Background: an optimization exercise with open tools, aiming at small area, a short achievable clock period and few clock cycles. Do not read the settings as production practice. RTL that was checked went through simulation tests only; none was proved equivalent to the original. Power and IR drop assume default switching activity.

==> module top_module, before the edit <==
module top_module(ans,sign,overflow,car,done,a,b,con,start,clk,rst);
    input [7:0] a;
    input [7:0] b;
    input [2:0] con;
    input start;
    input clk;
    input rst;
    output reg sign,car,overflow,done;
    output [15:0] ans;
    reg [15:0] R;       
    reg [8:0]  X;       
    reg [2:0]  cnt;     
    reg        c_one, c_two, c_neg;    
    reg        sa;      
    reg        mbusy, dbusy;
    assign ans = R;
    wire idle = ~mbusy & ~dbusy;
    wire is_add = (con == 3'b000);
    wire is_sub = (con == 3'b001);
    wire is_mul = (con == 3'b010);
    wire is_div = (con == 3'b011);
    wire is_and = (con == 3'b100);
    wire is_or  = (con == 3'b101);
    wire is_not = (con == 3'b110);
    wire is_xor = (con == 3'b111);
    wire arith  = is_add | is_sub;
    wire [7:0]  bx  = b ^ {8{is_sub}};
    wire [9:0]  ain = is_mul ? {{2{a[7]}}, a} : {2'b00, a};
    wire [9:0]  bin = is_mul ? {a[7], a, 1'b0} : {2'b00, bx};
    wire [9:0]  sum = ain + bin + {9'd0, is_sub};
    wire        ov  = (a[7] == bx[7]) && (sum[7] != a[7]);
    function [7:0] mthermo;
        input [7:0] x;
        integer k;
        begin
            for (k = 0; k < 8; k = k + 1)
                mthermo[k] = x[7] ? ~((&((x >> k) | (8'hff << (8 - k)))) & (|(x << (8 - k))))
                                  : |(x >> k);
        end
    endfunction
    wire [7:0] ta = mthermo(a);
    wire [7:0] tb = mthermo(b);
    wire [7:0] u  = ta & ~tb;
    wire       qzero = |(tb & ~ta);
    wire       bzero = (b == 8'd0);
    wire [7:1] ge;
    genvar g;
    generate
        for (g = 1; g < 8; g = g + 1) begin : run
            assign ge[g] = |(u & (u >> (g - 1)));
        end
    endgenerate
    wire [2:0] sh;
    assign sh[2] = ge[4];
    assign sh[1] = (ge[2] & ~ge[4]) | ge[6];
    assign sh[0] = (ge[1] & ~ge[2]) | (ge[3] & ~ge[4]) | (ge[5] & ~ge[6]) | ge[7];
    wire [8:0] d1  = sh[2] ? {b[4:0], 4'd0} : {b[7], b};
    wire [8:0] d2  = sh[1] ? {d1[6:0], 2'd0} : d1;
    wire [8:0] dal = sh[0] ? {d2[7:0], 1'b0} : d2;
    wire [7:0] dz_lo = a[7] ? ((a == 8'h80) ? 8'h02 : 8'h01) : 8'hff;
    wire [9:0] a1  = {{2{a[7]}}, a};
    wire [9:0] a2  = {a[7], a, 1'b0};
    wire [9:0] m0  = b[1] ? (b[0] ? sum : a2) : (b[0] ? a1 : 10'd0);
    wire [7:0] cap_lo = ({8{arith}}  & sum[7:0])
                      | ({8{is_and}} & (a & b))
                      | ({8{is_or}}  & (a | b))
                      | ({8{is_not}} & ~b)
                      | ({8{is_xor}} & (a ^ b))
                      | ({8{is_mul}} & {m0[1:0], b[7:2]})
                      | ({8{is_div & bzero}} & dz_lo);
    wire [7:0] cap_hi = ({8{is_div}} & a) | ({8{is_mul}} & m0[9:2]);
    wire       cap_sign = is_div ? (bzero & ~a[7]) : cap_lo[7];
    wire [9:0] mv   = ({10{c_one}} & {X[8], X}) | ({10{c_two}} & {X, 1'b0});
    wire [9:0] p    = {{2{R[15]}}, R[15:8]};
    wire [9:0] q    = mv ^ {10{c_neg}};
    wire [9:0] y    = p + q + {9'd0, c_neg};
    wire       yz   = c_neg ? (p == mv) : ((p ^ mv) == {p[8:0] | mv[8:0], 1'b0});
    wire       qb   = sa ? (y[9] | yz) : ~y[9];
    reg  [7:0] qm1;
    reg        nz;
    integer    i;
    always @* begin
        nz = 1'b0;
        for (i = 0; i < 8; i = i + 1) begin
            qm1[i] = R[i] ^ ~nz;
            nz = nz | R[i];
        end
    end
    wire [7:0] qn   = qb ? {(c_neg ? R[6:0] : qm1[6:0]), 1'b1} : {R[6:0], 1'b0};
    wire [7:0] rn   = qb ? y[7:0] : R[15:8];
    wire [15:0] mulv = {y, R[7:2]};
    wire [15:0] divv = {rn, qn};
    wire        last = (cnt == 3'd0);
    always @(posedge clk) begin
        R <= ({16{mbusy}} & mulv) | ({16{dbusy}} & divv) | ({16{idle}} & {cap_hi, cap_lo});
        sign <= (mbusy & y[9]) | (dbusy & qn[7]) | (idle & cap_sign);
        car <= idle & arith & sum[8];
        overflow <= idle & arith & ov;
        cnt <= idle ? (is_mul ? 3'd2 : sh[2:0]) : cnt - 3'd1;
        if (mbusy) begin
            c_one <= R[2] ^ R[1];
            c_two <= (R[3] & ~R[2] & ~R[1]) | (~R[3] & R[2] & R[1]);
            c_neg <= R[3];
        end else if (idle) begin
            c_one <= ~is_mul | b[2];
            c_two <= is_mul & b[3] & ~b[2];
            c_neg <= is_mul ? b[3] : (a[7] == b[7]);
        end
        if (idle) begin
            X <= is_mul ? {a[7], a} : dal;
            sa <= a[7];
        end else if (dbusy) begin
            X <= {X[8], X[8:1]};
        end
        done <= ~rst & ((idle & start & ~is_mul & ~(is_div & ~bzero & ~qzero))
                        | (~idle & last));
        if (rst) begin
            mbusy <= 1'b0;
            dbusy <= 1'b0;
        end else if (idle) begin
            mbusy <= start & is_mul;
            dbusy <= start & is_div & ~bzero & ~qzero;
        end else if (last) begin
            mbusy <= 1'b0;
            dbusy <= 1'b0;
        end
    end
endmodule
export LEC_CHECK = 0
export ABC_CLOCK_PERIOD_IN_PS = 3000
export CAP_MARGIN = 20
export CORE_MARGIN = 2
export CORE_UTILIZATION = 50
export PLACE_DENSITY = 0.65
export SETUP_SLACK_MARGIN = 1.5
export SLEW_MARGIN = 20
create_clock -name core_clock -period 5.0 [get_ports {clk}]
standard.sh (not shown) runs the stock make flow with config.mk's settings and CLKGATE_MAP_FILE= SYNTH_SCRIPT=/design/flow/synth_recipe.tcl, a recipe that flattens the netlist after the stock synthesis.
==> flow/flow/run.sh <==
#!/bin/bash
# Standard layout, with fast input/output buffers and sizing not tied to the cell footprint.
set -euo pipefail
bash standard.sh MATCH_CELL_FOOTPRINT=0 "BUFFER_PORTS_ARGS=-buffer_cell sky130_fd_sc_hd__buf_2" finish > standard_flow.log 2>&1
Testbench counts at the start, summed over its fixed seeds: cycles 4,866.
==> next run, changes <==
--- a/flow/design.v
+++ b/flow/design.v
@@ -29,36 +29,38 @@
     wire [9:0]  ain = is_mul ? {{2{a[7]}}, a} : {2'b00, a};
     wire [9:0]  bin = is_mul ? {a[7], a, 1'b0} : {2'b00, bx};
     wire [9:0]  sum = ain + bin + {9'd0, is_sub};
     wire        ov  = (a[7] == bx[7]) && (sum[7] != a[7]);
-    function [7:0] mthermo;
+    function [3:0] blen;
         input [7:0] x;
-        integer k;
         begin
-            for (k = 0; k < 8; k = k + 1)
-                mthermo[k] = x[7] ? ~((&((x >> k) | (8'hff << (8 - k)))) & (|(x << (8 - k))))
-                                  : |(x >> k);
+            casez (x)
+                8'b1???????: blen = 4'd8;
+                8'b01??????: blen = 4'd7;
+                8'b001?????: blen = 4'd6;
+                8'b0001????: blen = 4'd5;
+                8'b00001???: blen = 4'd4;
+                8'b000001??: blen = 4'd3;
+                8'b0000001?: blen = 4'd2;
+                8'b00000001: blen = 4'd1;
+                default:     blen = 4'd0;
+            endcase
         end
     endfunction
-    wire [7:0] ta = mthermo(a);
-    wire [7:0] tb = mthermo(b);
-    wire [7:0] u  = ta & ~tb;
-    wire       qzero = |(tb & ~ta);
+    function [3:0] mlen;
+        input [7:0] x;
+        reg pw;
+        begin
+            pw = x[7] & (&(x[7:1] | ~x[6:0]));    
+            mlen = blen(x ^ {8{x[7]}}) + {3'd0, pw};
+        end
+    endfunction
+    wire [3:0] la = mlen(a);
+    wire [3:0] lb = mlen(b);
+    wire [3:0] sh = la - lb;
+    wire       qzero = (la < lb);
     wire       bzero = (b == 8'd0);
-    wire [7:1] ge;
-    genvar g;
-    generate
-        for (g = 1; g < 8; g = g + 1) begin : run
-            assign ge[g] = |(u & (u >> (g - 1)));
-        end
-    endgenerate
-    wire [2:0] sh;
-    assign sh[2] = ge[4];
-    assign sh[1] = (ge[2] & ~ge[4]) | ge[6];
-    assign sh[0] = (ge[1] & ~ge[2]) | (ge[3] & ~ge[4]) | (ge[5] & ~ge[6]) | ge[7];
-    wire [8:0] d1  = sh[2] ? {b[4:0], 4'd0} : {b[7], b};
-    wire [8:0] d2  = sh[1] ? {d1[6:0], 2'd0} : d1;
-    wire [8:0] dal = sh[0] ? {d2[7:0], 1'b0} : d2;
+    wire [8:0] dal = {b[7], b} << sh[2:0];
     wire [7:0] dz_lo = a[7] ? ((a == 8'h80) ? 8'h02 : 8'h01) : 8'hff;
     wire [9:0] a1  = {{2{a[7]}}, a};
     wire [9:0] a2  = {a[7], a, 1'b0};
     wire [9:0] m0  = b[1] ? (b[0] ? sum : a2) : (b[0] ? a1 : 10'd0);
=> Clock skew stays flat; power rises by 31%; worst setup slack degrades by 0.23 ns; final area falls by 2.6%; routed wire length falls by 7.4%; count of clock-buffer cells in the layout rises by 2; non-clock buffer count falls by 26; flip-flop and latch count is unchanged; first-iteration DRC count falls by 18%; die area falls by 5.6%; global-route usage rises by 1.7 points; via count falls by 6.4%; final cell count falls by 6.9%.
Function not checked in the second run of this note: the RTL went through the layout flow alone.


sierra:
top_module, a different RTL version from the one above (not shown whole).
Size in the first run: about 710 cells after synthesis, about 45 flip-flops, ~42 I/O pins.
// top_module
module top_module(ans,sign,overflow,car,done,a,b,con,start,clk,rst);
    input [7:0] a;
    input [7:0] b;
    input [2:0] con;
    input start;
    input clk;
    input rst;
    output sign;
    output reg car,overflow,done;
    output [15:0] ans;
    function [10:0] add10;
        input [9:0] x;
        input [9:0] y;
        input       ci;
        reg   [9:0] g, p, gg, pp, gn, pn;
        integer k, l;
        begin
            g = x & y;
            p = x ^ y;
            g[0] = g[0] | (p[0] & ci);
            gg = g;
            pp = p;
            for (l = 1; l < 16; l = l * 2) begin
                gn = gg;
                pn = pp;
                for (k = 0; k < 10; k = k + 1)
                    if ((k / l) % 2 == 1) begin
                        gn[k] = gg[k] | (pp[k] & gg[(k / l) * l - 1]);
                        pn[k] = pp[k] & pp[(k / l) * l - 1];
                    end
                gg = gn;
                pp = pn;
            end
            add10 = {gg[9], p ^ {gg[8:0], ci}};
        end
    endfunction
    reg [15:0] R;       
    reg [7:0]  X;       
    reg [9:0]  Z;       
    reg [2:0]  cnt;     
    reg        c_neg;   
    reg        sa;      
    reg        mbusy, dbusy;
    reg        mflag;   
    assign ans = R;
    assign sign = mflag ? R[15] : R[7];
    wire idle = ~mbusy & ~dbusy;
    wire is_add = (con == 3'b000);
    wire is_sub = (con == 3'b001);
    wire is_mul = (con == 3'b010);
    wire is_div = (con == 3'b011);
    wire is_and = (con == 3'b100);
    wire is_or  = (con == 3'b101);
    wire is_not = (con == 3'b110);
    wire is_xor = (con == 3'b111);
    wire arith  = is_add | is_sub;
    wire [7:0]  bx  = b ^ {8{is_sub}};
    wire [9:0]  ain = is_mul ? {{2{a[7]}}, a} : {2'b00, a};
    wire [9:0]  bin = is_mul ? {a[7], a, 1'b0} : {2'b00, bx};
    wire [10:0] sumc = add10(ain, bin, is_sub);
    wire [9:0]  sum = sumc[9:0];
    wire        ov  = (a[7] == bx[7]) && (sum[7] != a[7]);
    function [7:0] mthermo;
        input [7:0] x;
        integer k;
        begin
            for (k = 0; k < 8; k = k + 1)
                mthermo[k] = x[7] ? ~((&((x >> k) | (8'hff << (8 - k)))) & (|(x << (8 - k))))
                                  : |(x >> k);
        end
    endfunction
  ...
==> module top_module, before the edit <==
module top_module(ans,sign,overflow,car,done,a,b,con,start,clk,rst);
    input [7:0] a;
    input [7:0] b;
    input [2:0] con;
    input start;
    input clk;
    input rst;
    output sign;
    output reg car,overflow,done;
    output [15:0] ans;
    function [10:0] add10;
        input [9:0] x;
        input [9:0] y;
        input       ci;
        reg   [9:0] g, p, gg, pp, gn, pn;
        integer k, l;
        begin
            g = x & y;
            p = x ^ y;
            g[0] = g[0] | (p[0] & ci);
            gg = g;
            pp = p;
            for (l = 1; l < 16; l = l * 2) begin
                gn = gg;
                pn = pp;
                for (k = 0; k < 10; k = k + 1)
                    if ((k / l) % 2 == 1) begin
                        gn[k] = gg[k] | (pp[k] & gg[(k / l) * l - 1]);
                        pn[k] = pp[k] & pp[(k / l) * l - 1];
                    end
                gg = gn;
                pp = pn;
            end
            add10 = {gg[9], p ^ {gg[8:0], ci}};
        end
    endfunction
    reg [15:0] R;       
    reg [7:0]  X;       
    reg [9:0]  Z;       
    reg [2:0]  cnt;     
    reg        c_neg;   
    reg        sa;      
    reg        mbusy, dbusy;
    reg        mflag;   
    assign ans = R;
    assign sign = mflag ? R[15] : R[7];
    wire idle = ~mbusy & ~dbusy;
    wire is_add = (con == 3'b000);
    wire is_sub = (con == 3'b001);
    wire is_mul = (con == 3'b010);
    wire is_div = (con == 3'b011);
    wire is_and = (con == 3'b100);
    wire is_or  = (con == 3'b101);
    wire is_not = (con == 3'b110);
    wire is_xor = (con == 3'b111);
    wire arith  = is_add | is_sub;
    wire [7:0]  bx  = b ^ {8{is_sub}};
    wire [9:0]  ain = is_mul ? {{2{a[7]}}, a} : {2'b00, a};
    wire [9:0]  bin = is_mul ? {a[7], a, 1'b0} : {2'b00, bx};
    wire [10:0] sumc = add10(ain, bin, is_sub);
    wire [9:0]  sum = sumc[9:0];
    wire        ov  = (a[7] == bx[7]) && (sum[7] != a[7]);
    function [7:0] mthermo;
        input [7:0] x;
        integer k;
        begin
            for (k = 0; k < 8; k = k + 1)
                mthermo[k] = x[7] ? ~((&((x >> k) | (8'hff << (8 - k)))) & (|(x << (8 - k))))
                                  : |(x >> k);
        end
    endfunction
    wire [7:0] ta = mthermo(a);
    wire [7:0] tb = mthermo(b);
    wire [7:0] u  = ta & ~tb;
    wire       qzero = |(tb & ~ta);
    wire       bzero = (b == 8'd0);
    wire [7:1] ge;
    genvar g;
    generate
        for (g = 1; g < 8; g = g + 1) begin : run
            assign ge[g] = |(u & (u >> (g - 1)));
        end
    endgenerate
    wire [2:0] sh;
    assign sh[2] = ge[4];
    assign sh[1] = (ge[2] & ~ge[4]) | ge[6];
    assign sh[0] = (ge[1] & ~ge[2]) | (ge[3] & ~ge[4]) | (ge[5] & ~ge[6]) | ge[7];
    wire       dsign = a[7] ^ b[7];    
    wire       dfill = ~dsign;
    wire [7:0] bq  = b ^ {8{dfill}};
    wire [8:0] d1  = sh[2] ? {bq[4:0], {4{dfill}}} : {bq[7], bq};
    wire [8:0] d2  = sh[1] ? {d1[6:0], {2{dfill}}} : d1;
    wire [8:0] dal = sh[0] ? {d2[7:0], dfill} : d2;
    wire [7:0] dz_lo = a[7] ? ((a == 8'h80) ? 8'h02 : 8'h01) : 8'hff;
    wire [9:0] a1  = {{2{a[7]}}, a};
    wire [9:0] a2  = {a[7], a, 1'b0};
    wire [9:0] m0  = b[1] ? (b[0] ? sum : a2) : (b[0] ? a1 : 10'd0);
    wire [7:0] cap_lo = ({8{arith}}  & sum[7:0])
                      | ({8{is_and}} & (a & b))
                      | ({8{is_or}}  & (a | b))
                      | ({8{is_not}} & ~b)
                      | ({8{is_xor}} & (a ^ b))
                      | ({8{is_mul}} & {m0[1:0], b[7:2]})
                      | ({8{is_div & bzero}} & dz_lo);
    wire [7:0] cap_hi = ({8{is_div}} & a) | ({8{is_mul}} & m0[9:2]);
    function [9:0] booth;
        input [7:0] m;
        input [2:0] d;
        reg one, two;
        begin
            one = d[1] ^ d[0];
            two = (d[2] & ~d[1] & ~d[0]) | (~d[2] & d[1] & d[0]);
            booth = (({10{one}} & {{2{m[7]}}, m}) | ({10{two}} & {m[7], m, 1'b0}))
                  ^ {10{d[2]}};
        end
    endfunction
    wire [9:0] p    = {{2{R[15]}}, R[15:8]};
    wire [10:0] yc  = add10(p, Z, c_neg);
    wire [9:0] y    = yc[9:0];
    wire       yz   = c_neg ? (&(p ^ Z)) : ((p ^ Z) == {p[8:0] | Z[8:0], 1'b0});
    wire       qb   = sa ? (y[9] | yz) : ~y[9];
    reg  [7:0] qm1;
    reg        nz;
    integer    i;
    always @* begin
        nz = 1'b0;
        for (i = 0; i < 8; i = i + 1) begin
            qm1[i] = R[i] ^ ~nz;
            nz = nz | R[i];
        end
    end
    wire [7:0] qn   = qb ? {(c_neg ? R[6:0] : qm1[6:0]), 1'b1} : {R[6:0], 1'b0};
    wire [7:0] rn   = qb ? y[7:0] : R[15:8];
    wire [7:0] xn   = idle ? a : X;
    wire [2:0] dn   = idle ? {b[3:2], 1'b0} : R[3:1];
    wire [9:0] zmul = booth(xn, dn);
    wire [15:0] mulv = {y, R[7:2]};
    wire [15:0] divv = {rn, qn};
    wire        last = (cnt == 3'd0);
    always @(posedge clk) begin
        R <= ({16{mbusy}} & mulv) | ({16{dbusy}} & divv) | ({16{idle}} & {cap_hi, cap_lo});
        if (idle)
            mflag <= is_mul;
        car <= idle & arith & sum[8];
        overflow <= idle & arith & ov;
        cnt <= idle ? (is_mul ? 3'd2 : sh[2:0]) : cnt - 3'd1;
        X <= xn;
        if (dbusy) begin
            Z <= {Z[9], Z[9:1]};
        end else if (mbusy | is_mul) begin
            Z <= zmul;
            c_neg <= dn[2];
        end else begin
            Z <= {dal[8], dal};
            c_neg <= ~dsign;
        end
        if (idle)
            sa <= a[7];
        done <= ~rst & ((idle & start & ~is_mul & ~(is_div & ~bzero & ~qzero))
                        | (~idle & last));
        if (rst) begin
            mbusy <= 1'b0;
            dbusy <= 1'b0;
        end else if (idle) begin
            mbusy <= start & is_mul;
            dbusy <= start & is_div & ~bzero & ~qzero;
        end else if (last) begin
            mbusy <= 1'b0;
            dbusy <= 1'b0;
        end
    end
endmodule
clock: 5.0 ns
lec_check: 0
abc_clock_period_in_ps: 2500
cap_margin: 20
core_margin: 2
core_utilization: 50
place_density: 0.65
setup_slack_margin: 1.1
slew_margin: 20
==> flow/flow/run.sh <==
#!/bin/bash
# Standard layout, with fast input/output buffers, sizing not tied to the cell
# footprint, and adders left to ABC (no full/half-adder cell extraction).
set -euo pipefail
bash standard.sh MATCH_CELL_FOOTPRINT=0 "BUFFER_PORTS_ARGS=-buffer_cell sky130_fd_sc_hd__buf_2" ADDER_MAP_FILE= finish > standard_flow.log 2>&1
Testbench counts of sierra, summed over its fixed seeds: cycles 4,866.
Edits applied to the flow inputs when going from sierra to maple:
--- a/flow/design.v
+++ b/flow/design.v
@@ -42,7 +42,8 @@
     reg        c_neg;   
     reg        sa;      
+    reg        Rx;      
     reg        mbusy, dbusy;
     reg        mflag;   
-    assign ans = R;
+    assign ans = {R[15:8] + {7'd0, sa}, R[7:0]};
     assign sign = mflag ? R[15] : R[7];
     wire idle = ~mbusy & ~dbusy;
@@ -104,5 +105,18 @@
                       | ({8{is_mul}} & {m0[1:0], b[7:2]})
                       | ({8{is_div & bzero}} & dz_lo);
-    wire [7:0] cap_hi = ({8{is_div}} & a) | ({8{is_mul}} & m0[9:2]);
+    reg  [8:0] am1;
+    reg        az;
+    integer    t;
+    always @* begin
+        az = 1'b1;
+        for (t = 0; t < 8; t = t + 1) begin
+            am1[t] = a[t] ^ az;
+            az = az & ~a[t];
+        end
+        am1[8] = a[7] & ~az;
+    end
+    wire [8:0] ad = a[7] ? am1 : {1'b0, a};
+    wire [7:0] cap_hi = ({8{is_div}} & ad[7:0]) | ({8{is_mul}} & m0[9:2]);
+    wire       cap_x  = (is_div & ad[8]) | (is_mul & m0[9]);
     function [9:0] booth;
         input [7:0] m;
@@ -116,9 +130,8 @@
         end
     endfunction
-    wire [9:0] p    = {{2{R[15]}}, R[15:8]};
+    wire [9:0] p    = {Rx, Rx, R[15:8]};
     wire [10:0] yc  = add10(p, Z, c_neg);
     wire [9:0] y    = yc[9:0];
-    wire       yz   = c_neg ? (&(p ^ Z)) : ((p ^ Z) == {p[8:0] | Z[8:0], 1'b0});
-    wire       qb   = sa ? (y[9] | yz) : ~y[9];
+    wire       qb   = ~(y[9] ^ sa);
     reg  [7:0] qm1;
     reg        nz;
@@ -132,13 +145,14 @@
     end
     wire [7:0] qn   = qb ? {(c_neg ? R[6:0] : qm1[6:0]), 1'b1} : {R[6:0], 1'b0};
-    wire [7:0] rn   = qb ? y[7:0] : R[15:8];
+    wire [8:0] rn   = qb ? y[8:0] : {Rx, R[15:8]};
     wire [7:0] xn   = idle ? a : X;
     wire [2:0] dn   = idle ? {b[3:2], 1'b0} : R[3:1];
     wire [9:0] zmul = booth(xn, dn);
     wire [15:0] mulv = {y, R[7:2]};
-    wire [15:0] divv = {rn, qn};
+    wire [15:0] divv = {rn[7:0], qn};
     wire        last = (cnt == 3'd0);
     always @(posedge clk) begin
         R <= ({16{mbusy}} & mulv) | ({16{dbusy}} & divv) | ({16{idle}} & {cap_hi, cap_lo});
+        Rx <= (mbusy & y[9]) | (dbusy & rn[8]) | (idle & cap_x);
         if (idle)
             mflag <= is_mul;
@@ -157,5 +171,5 @@
         end
         if (idle)
-            sa <= a[7];
+            sa <= is_div & a[7];
         done <= ~rst & ((idle & start & ~is_mul & ~(is_div & ~bzero & ~qzero))
                         | (~idle & last));
[summary]
maple completed end to end with timing, DRC and antenna clean. Total wire length (maple vs. sierra) decreases by a few percent. Against sierra as the reference, maple delivers a higher total core area. Comparing maple and sierra, area growth from synthesis to final layout is higher on maple. Higher final critical-path share of the clock period was reported by maple, not sierra. met2 routed wirelength shrinks slightly when moving from sierra to maple. Comparing maple and sierra, the higher sequential power is on sierra.
No functional check of the RTL was part of maple.

what the ideal ports hide:
The results above use ideal ports. As a check the final layouts listed here were re-extracted and re-timed, cells and wires unchanged. Step 1: set_driving_cell puts a clkbuf_16 on clk and a buf_2 on each other input, an assumption about the parent block. Step 2 also shifts input and output timing later by t, the mid clock arrival at the registers, as if the neighbouring blocks saw the same clock. Slacks: no drivers / after step 1 / after step 2; pairs: no drivers / after step 1.
| run | t, ns | setup WS [ns] | worst hold slack (ns) | clock arrival spread, ns | pins driven straight from the clock port |
|---|---|---|---|---|---|
| the first run of note 1 | 0.319 | 1.469 / 1.448 / 1.129 | 0.461 / 0.461 / 0.461 | 0.012 / 0.012 | 1 |
| the second run of note 1 | 0.322 | 1.238 / 1.188 / 0.866 | 0.468 / 0.468 / 0.468 | 0.011 / 0.012 | 1 |
| sierra | 0.357 | 1.273 / 1.287 / 0.930 | 0.500 / 0.500 / 0.500 | 0.005 / 0.006 | 1 |
| maple | 0.339 | 1.221 / 1.234 / 0.895 | 0.504 / 0.504 / 0.504 | 0.015 / 0.016 | 1 |
After both steps setup and hold are still met in every run listed. For the second run of note 1, which loses most, drivers alone change the setup slack by -0.050 ns; drivers and shift together by -0.372 ns.
